This is an optimization exercise on Yosys and OpenROAD, whose aim is small area, not a production implementation.
Only simulation tests tie the RTL to the original design; equivalence was not proved.
Power figures rest on the tool's default switching activity, not on a simulated workload.

## MIPS
module MIPS(clk,reset,In,Op,alu_result,reg1,reg2,ReadData,out);
Size: ~7000 cells after synthesis, ~200 I/O pins.
clock: 12.0 ns
lec_check: 0
cap_margin: 10
core_margin: 2
core_utilization: 45
cts_buf_list: sky130_fd_sc_hd__clkbuf_8
cts_cluster_diameter: 50
cts_cluster_size: 14
setup_slack_margin: 0.25
slew_margin: 10
synth_hierarchical: 1
standard.sh (not shown) runs the stock make flow with config.mk's settings and CLKGATE_MAP_FILE= SYNTH_SCRIPT=/design/flow/synth_recipe.tcl, a recipe that flattens the netlist after the stock synthesis.
==> flow/flow/run.sh <==
#!/bin/bash
# Layout flow: the standard synthesis, then a second synthesis of the same
# RTL whose final ABC mapping is area-oriented and sees the whole flattened
# design. The second netlist replaces the first only if it has exactly the
# same registers (names and cell types); then the standard flow continues
# from it to the final layout.
set -u
W=$(pwd)
R=$W/orfs/results/$FLOW_PLATFORM/MIPS/base

bash standard.sh synth > std_synth.log 2>&1 || exit 1
cp $R/1_2_yosys.v std_1_2_yosys.v

MY_ABC_SCRIPT=$W/flow/area.abc make -C $FLOW_HOME DESIGN_CONFIG=$W/config.mk \
  WORK_HOME=$W/orfs_area CLKGATE_MAP_FILE= SYNTH_SCRIPT=$W/flow/area_synth.tcl \
  $W/orfs_area/results/$FLOW_PLATFORM/MIPS/base/1_2_yosys.v > area_synth.log 2>&1
A=$W/orfs_area/results/$FLOW_PLATFORM/MIPS/base/1_2_yosys.v

regs() { grep -oE '^ *sky130_fd_sc_hd__(df|edf|sdf|dl)[a-z0-9_]* +[^ ]+' "$1" | sed -E 's/_[0-9]+ +/ /' | awk '{print $2, $1}' | sort; }
if [[ -s $A ]] && [[ -n "$(regs std_1_2_yosys.v)" ]] && diff <(regs std_1_2_yosys.v) <(regs $A) > regs_diff.txt; then
  echo "using the area netlist" > netlist_choice.txt
  cp $A $R/1_2_yosys.v
  rm -f $R/1_synth.odb $R/1_synth.sdc
else
  echo "registers differ; using the standard netlist" > netlist_choice.txt
fi

bash standard.sh BUFFER_PORTS_ARGS="-buffer_cell sky130_fd_sc_hd__buf_2" finish > std_finish.log 2>&1
==> flow/flow/area.abc <==
strash; &get -n; &st; &dch; &nf -R 1000; &put; topo; stime -c
==> flow/flow/area_synth.tcl <==
proc synth {args} { yosys synth -nofsm -noshare {*}$args }
# The final technology mapping: flatten first (all but the flip gate) so ABC
# sees the whole design, and map with an area-oriented script.
proc abc {args} {
  set i [lsearch -exact $args -script]
  if {$i >= 0} { lset args [expr {$i + 1}] $::env(MY_ABC_SCRIPT) }
  yosys setattr -mod -unset keep_hierarchy
  # the per-bit flip gate is mapped on its own, so that its two enable
  # inputs stay two inputs and it maps to one OR-OR-AND-invert cell
  if {![catch {yosys select -assert-any flip_gate}]} {
    yosys setattr -mod -set keep_hierarchy 1 flip_gate
  }
  yosys select -clear
  yosys flatten
  yosys opt_clean -purge
  yosys abc {*}$args
}
source $::env(SCRIPTS_DIR)/synth.tcl
# left out here: clear keep_hierarchy, flatten, clean up, hide names made inside functions, write 1_2_yosys.v
The first run finished with timing, DRC and antenna clean.
Rerun with:
==> flow/config.mk (replaced) <==
export PLATFORM = sky130hd
export DESIGN_NAME = MIPS
export DESIGN_NICKNAME = MIPS
export VERILOG_FILES = /design/flow/design.v
export SDC_FILE = /design/flow/constraint.sdc
export NUM_CORES = 4
export LEC_CHECK = 0
export CAP_MARGIN = 0
export CORE_MARGIN = 2
export CORE_UTILIZATION = 45
export CTS_BUF_LIST = sky130_fd_sc_hd__clkbuf_8
export CTS_CLUSTER_DIAMETER = 55
export CTS_CLUSTER_SIZE = 17
export SETUP_SLACK_MARGIN = 0.25
export SLEW_MARGIN = 0
export SYNTH_HIERARCHICAL = 1
The changed run finished with timing, DRC and antenna clean.
Synthesized area stays the same.
Routed wire length barely changes.
Setup slack is worse by 120 ps.
Critical path depth drops by 4.
Total power shrinks by 0.41%.
Synthesized cell count does not change.
Count of clock-buffer cells in the layout is lower by 19.
Utilization is lower by 0.11 points.
Final area hardly moves.
Clock power went down by about 1%.
First-iteration DRC count stays flat.
Rerun with:
--- a/flow/config.mk
+++ b/flow/config.mk
@@ -10,6 +10,6 @@
 export CORE_UTILIZATION = 45
 export CTS_BUF_LIST = sky130_fd_sc_hd__clkbuf_8
-export CTS_CLUSTER_DIAMETER = 55
-export CTS_CLUSTER_SIZE = 17
+export CTS_CLUSTER_DIAMETER = 50
+export CTS_CLUSTER_SIZE = 14
 export SETUP_SLACK_MARGIN = 0.25
 export SLEW_MARGIN = 0
Wire length stays flat.
Sequential power stays flat.
Power goes up by 0.42%.
Cell area barely changes.
Synthesized area stays the same.
Setup slack gains 120 ps.
Rerun with:
--- a/flow/config.mk
+++ b/flow/config.mk
@@ -6,5 +6,5 @@
 export NUM_CORES = 4
 export LEC_CHECK = 0
-export CAP_MARGIN = 0
+export CAP_MARGIN = 10
 export CORE_MARGIN = 2
 export CORE_UTILIZATION = 45
@@ -12,5 +12,5 @@
 export CTS_CLUSTER_DIAMETER = 50
 export CTS_CLUSTER_SIZE = 14
-export SETUP_SLACK_MARGIN = 0.25
-export SLEW_MARGIN = 0
+export SETUP_SLACK_MARGIN = 0.4
+export SLEW_MARGIN = 10
 export SYNTH_HIERARCHICAL = 1
After rerunning:
- total power is about the same
- design area hardly moves
- setup slack improved by 97 ps
- register-to-register slack gains 160 ps
- synthesized area stays the same
- die area does not change
- wire length came out lower by 0.57%

## separate check: timing with driven ports
The flow's constraints put no driver on any port. The routed layouts listed below were extracted and timed again, unchanged, in two steps.
Step 1 (the two cells are an assumption about what drives the block):
set clk [get_ports {clk}]
set_driving_cell -lib_cell sky130_fd_sc_hd__clkbuf_16 $clk
set_driving_cell -lib_cell sky130_fd_sc_hd__buf_2 [delete_from_list [all_inputs] $clk]
Step 2 also shifts input and output timing later by t, the mid clock arrival at the registers, as if the neighbouring blocks saw the same clock.
Three values: ideal ports, drivers, drivers and shift; two values: the first two.
| run | t, ns | setup WS [ns] | worst hold slack (ns) | slew at the worst register clock pin (ns) | pins driven straight from the clock port |
|---|---|---|---|---|---|
| the first run | 1.102 | 0.403 / 0.302 / 0.120 | 0.447 / 0.447 / 0.447 | 0.10 / 0.10 | 1 |
| the second run | 1.079 | 0.279 / 0.217 / -0.008 | 0.448 / 0.448 / 0.448 | 0.12 / 0.12 | 1 |
| the third run | 1.102 | 0.403 / 0.302 / 0.120 | 0.447 / 0.447 / 0.447 | 0.10 / 0.10 | 1 |
| the fourth run | 1.080 | 0.501 / 0.420 / 0.225 | 0.445 / 0.445 / 0.445 | 0.10 / 0.10 | 1 |
Met with ideal ports but missed after step 2: setup timing in the second run. For the second run, which loses most, drivers alone change the setup slack by -0.062 ns; drivers and shift together by -0.287 ns.
